Background: an optimization exercise with open tools, aiming at small area and a short achievable clock period. Do not read the settings as production practice. RTL that was checked went through simulation tests only; none was proved equivalent to the original. No driver is modelled on the clock port, so clock power and skew are understated where the tree is cut down; a real chip needs a root buffer or a tree. Power is estimated from default activity; no workload was simulated.

// Division
module Division(
	input         clock,
	input         start,
	input  [31:0] a,
	input  [31:0] b,
	output reg [31:0] q,
	output reg [31:0] r
);
Size in the first run: ~510 cells after synthesis, ~100 flip-flops, roughly 130 I/O pins.
clock: 6.0 ns
lec_check: 0
cap_margin: 20
core_margin: 2
core_utilization: 40
place_density: 0.6
setup_slack_margin: 3.9
slew_margin: 20
synth_hierarchical: 1
synth_minimum_keep_size: 0
standard.sh (not shown) runs the stock make flow with config.mk's settings and CLKGATE_MAP_FILE= SYNTH_SCRIPT=/design/flow/synth_recipe.tcl, a recipe that flattens the netlist after the stock synthesis.
==> flow/flow/run.sh <==
#!/bin/bash
# Standard ORFS layout (the standard.sh) with these changes:
#  - the port buffers are the smallest buffer (buf_1) instead of the one buffer_ports picks;
#  - the full-adder extraction step in synthesis is skipped, so ABC maps the adder logic itself;
#  - ABC sizes cells for a 1 fF load instead of 5 fF (smaller cells; the placer's repair sizes up);
#  - the clock tree is one level of four clkbuf_16 (flow/clock_buffers.tcl, via the
#    PRE_CTS_TCL hook) instead of TritonCTS's two levels.
# Each tool's output goes to the logs under orfs/logs; make's output goes to standard.log.
export BUFFER_PORTS_ARGS="-buffer_cell sky130_fd_sc_hd__buf_1"
export ADDER_MAP_FILE=
export PRE_CTS_TCL="$PWD/flow/pre_cts.tcl"
bash standard.sh ABC_LOAD_IN_FF=1 finish > standard.log 2>&1
Other scripts of this flow, unchanged in this note and not shown: flow/flow/clock_buffers.tcl, flow/flow/pre_cts.tcl
Edit:
--- a/flow/design.v
+++ b/flow/design.v
@@ -233,14 +233,39 @@
   div_xor dx28 (.a(t[28]), .b(G5_27), .y(nd[28]));
   div_xorn dx29 (.a(t[29]), .b(G6_28), .y(nd[29]));
   div_xor dx30 (.a(t[30]), .b(G5_29), .y(nd[30]));
   div_xorn dx31 (.a(t[31]), .b(G6_30), .y(nd[31]));
   wire en   = run & ~f1;
   wire hold = ~run & ~f1;
-  wire b_is0 = ~|bq;
-  wire b_is1 = (bq == 32'd1);
+  wire [15:0] z1;
+  wire [7:0]  z2;
+  wire [3:0]  z3;
+  wire [1:0]  z4;
+  wire        bz;
+  genvar j;
+  generate
+    for (j = 0; j < 16; j = j + 1) begin : zt1
+      if (j == 0) begin : z0
+        div_inv  u (.a(bq[1]), .y(z1[j]));
+      end else begin : zn
+        div_nor2 u (.a(bq[2*j]), .b(bq[2*j+1]), .y(z1[j]));
+      end
+    end
+    for (j = 0; j < 8; j = j + 1) begin : zt2
+      div_nand2 u (.a(z1[2*j]), .b(z1[2*j+1]), .y(z2[j]));
+    end
+    for (j = 0; j < 4; j = j + 1) begin : zt3
+      div_nor2 u (.a(z2[2*j]), .b(z2[2*j+1]), .y(z3[j]));
+    end
+    for (j = 0; j < 2; j = j + 1) begin : zt4
+      div_nand2 u (.a(z3[2*j]), .b(z3[2*j+1]), .y(z4[j]));
+    end
+  endgenerate
+  div_nor2 zt5 (.a(z4[0]), .b(z4[1]), .y(bz));
+  wire b_is0 = bz & ~bq[0];
+  wire b_is1 = bz & bq[0];
   wire ge1   = b_is0 | (b_is1 & a[31]);
   wire f1r0  = f1 & ~b_is1;
   wire [3:0] ngs;
   div_gsel ugs0 (.r31(r[31]), .g(G5_31), .en(en), .ngs(ngs[0]));
   div_gsel ugs1 (.r31(r[31]), .g(G5_31), .en(en), .ngs(ngs[1]));
   div_gsel ugs2 (.r31(r[31]), .g(G5_31), .en(en), .ngs(ngs[2]));
@@ -302,12 +327,21 @@
 module div_sel2n(input s0, input d0, input s1, input d1, output y);
   assign y = ~((s0 & d0) | (s1 & d1));
 endmodule
 module div_mux2i(input s, input a1n, input a0n, output y);
   assign y = ~(s ? a1n : a0n);
 endmodule
+module div_inv(input a, output y);
+  assign y = ~a;
+endmodule
+module div_nor2(input a, input b, output y);
+  assign y = ~(a | b);
+endmodule
+module div_nand2(input a, input b, output y);
+  assign y = ~(a & b);
+endmodule
 module div_sel3n(input s0, input d0, input s1, input d1, input s2, input d2, output y);
   assign y = ~((s0 & d0) | (s1 & d1) | (s2 & d2));
 endmodule
 module div_sel3(input s0, input d0, input s1, input d1, input s2, input d2, output y);
   assign y = (s0 & d0) | (s1 & d1) | (s2 & d2);
 endmodule
After rerunning: Routed wire length falls by 0.99%; design area drops by 0.98%; sequential power stays flat; cell count went up by 2.0%; first-iteration DRC count is higher by 57%; die area increases by 0.70%; global-route usage grows by 0.10 points; synthesized area came out higher by 0.72%; critical path depth grows by 5.
Function was not checked in any run of this note: the RTL went through the layout flow alone. In every run of this note, the design's own scripts or RTL, not TritonCTS, make the clock network.


## lane 2
Division, a different RTL version from the one above (not shown whole).
For scale: roughly 490 cells after synthesis, ~100 flip-flops, ~130 I/O pins, roughly 4600 um2 of cells after synthesis.
==> flow/design.v (excerpt) <==
module Division(
	input         clock,
	input         start,
	input  [31:0] a,
	input  [31:0] b,
	output reg [31:0] q,
	output reg [31:0] r
);
==> flow/config.mk <==
export PLATFORM = sky130hd
export DESIGN_NAME = Division
export DESIGN_NICKNAME = Division
export VERILOG_FILES = /design/flow/design.v
export SDC_FILE = /design/flow/constraint.sdc
export NUM_CORES = 4
export LEC_CHECK = 0
export CAP_MARGIN = 20
export CORE_MARGIN = 2
export CORE_UTILIZATION = 40
export CTS_BUF_LIST = sky130_fd_sc_hd__clkbuf_8
export PLACE_DENSITY = 0.6
export SETUP_SLACK_MARGIN = 3.7
export SLEW_MARGIN = 20
export SYNTH_HIERARCHICAL = 1
export SYNTH_MINIMUM_KEEP_SIZE = 0
==> flow/constraint.sdc <==
create_clock -name core_clock -period 6.0 [get_ports {clock}]
set_input_delay 1.2000 -clock core_clock [delete_from_list [all_inputs] [get_ports {clock}]]
set_output_delay 1.2000 -clock core_clock [all_outputs]
set_load 0.01 [all_outputs]
==> flow/flow/run.sh <==
#!/bin/bash
# Standard ORFS layout (the standard.sh) with these changes:
#  - the port buffers are the smallest buffer (buf_1) instead of the one buffer_ports picks;
#  - the full-adder extraction step in synthesis is skipped, so ABC maps the adder logic itself;
#  - ABC sizes cells for a 1 fF load instead of 5 fF (smaller cells; the placer's repair sizes up).
# Each tool's output goes to the logs under orfs/logs; make's output goes to standard.log.
export BUFFER_PORTS_ARGS="-buffer_cell sky130_fd_sc_hd__buf_1"
export ADDER_MAP_FILE=
bash standard.sh ABC_LOAD_IN_FF=1 finish > standard.log 2>&1
Lane 2: PASS, flow complete, no timing, DRC or antenna violations
Here is what was changed in the inputs of lane 5 compared with lane 2.
diff --git a/flow/design.v b/flow/design.v
--- a/flow/design.v
+++ b/flow/design.v
@@ -235,27 +235,19 @@
   div_xorn dx31 (.a(t[31]), .b(G6_30), .y(nd[31]));
   wire en   = run & ~start;
   wire hold = ~run & ~start;
   wire ngs;             
   div_gsel ugs (.r31(r[31]), .g(G5_31), .en(en), .ngs(ngs));
   wire [31:0] rn, qn, ny;
-  wire [31:0] qs = {q[30:0], 1'b0};
-  wire ngs_q, nyq0, q0n;
-  div_gsel ugq (.r31(r[31]), .g(G5_31), .en(en), .ngs(ngs_q));
-  div_sel2n uyq (.s0(start), .d0(a[0]), .s1(hold), .d1(q[0]), .y(nyq0));
-  assign q0n = ~(ngs_q & nyq0);
+  wire [31:0] qs = {q[30:0], ge};
   genvar i;
   generate
     for (i = 0; i < 32; i = i + 1) begin : sel
       div_sel2n uy (.s0(en), .d0(x[i]), .s1(hold), .d1(r[i]), .y(ny[i]));
       div_mux2i ur (.s(ngs), .a1n(ny[i]), .a0n(nd[i]), .y(rn[i]));
-      if (i == 0) begin : q0
-        assign qn[i] = q0n;
-      end else begin : qi
-        div_sel3  uq (.s0(start), .d0(a[i]), .s1(en), .d1(qs[i]), .s2(hold), .d2(q[i]), .y(qn[i]));
-      end
+      div_sel3  uq (.s0(start), .d0(a[i]), .s1(en), .d1(qs[i]), .s2(hold), .d2(q[i]), .y(qn[i]));
     end
   endgenerate
   always @(posedge clock) begin
     bq  <= b;
     r   <= rn;
     q   <= qn;
--- outcome ---
A slowest cell on the critical path of sky130_fd_sc_hd__clkbuf_4 is what lane 5 shows, while sky130_fd_sc_hd__dfxtp_1 belongs to lane 2.
Looking at setup slack after placement, lane 5 sits 0.14 ns below lane 2.
Run comparison: lane 5 critical path endpoint q[14]; lane 2 critical path endpoint r[31]
Total power: lane 5 below lane 2
On die area, lane 2 and lane 5 are neck and neck.
Lane 5 vs. lane 2: fraction of area in clock buffers and inverters decreased 0.61 points; final clock period utilization by the worst path lower; slack of the critical path picked up an extra 0.022 ns; highest ir drop seen on vdd went up.
On compound-cell area share of the yosys netlist, lane 2 tracks lane 5 almost exactly.
The RTL of lane 2 was laid out without a check of its function.

-- port drivers added, routing unchanged --
The results above use ideal ports. As a check the final layouts listed here were re-extracted and re-timed, cells and wires unchanged. Step 1 (the two cells are an assumption about what drives the block):
set clk [get_ports {clock}]
set_driving_cell -lib_cell sky130_fd_sc_hd__clkbuf_16 $clk
set_driving_cell -lib_cell sky130_fd_sc_hd__buf_2 [delete_from_list [all_inputs] $clk]
Step 2 moves the port delays by t, midway between the first and last clock arrival at a register: inputs arrive t later, outputs are due t later. That takes back most of the time a late clock gives input paths. Slacks: no drivers / after step 1 / after step 2; pairs: no drivers / after step 1.
run	shift t [ns]	setup slack, ns	worst setup path after step 2
the first run of note 1	0.237	3.982 / 3.915 / 3.982	register to register
the second run of note 1	0.247	3.966 / 3.891 / 3.966	register to register
lane 2	0.392	3.770 / 3.736 / 3.449	input to register
lane 5	0.396	3.792 / 3.767 / 3.401	input to register
After both steps every run listed still meets setup and hold. For lane 5, which loses most, drivers alone change the setup slack by -0.025 ns; drivers and shift together by -0.391 ns.
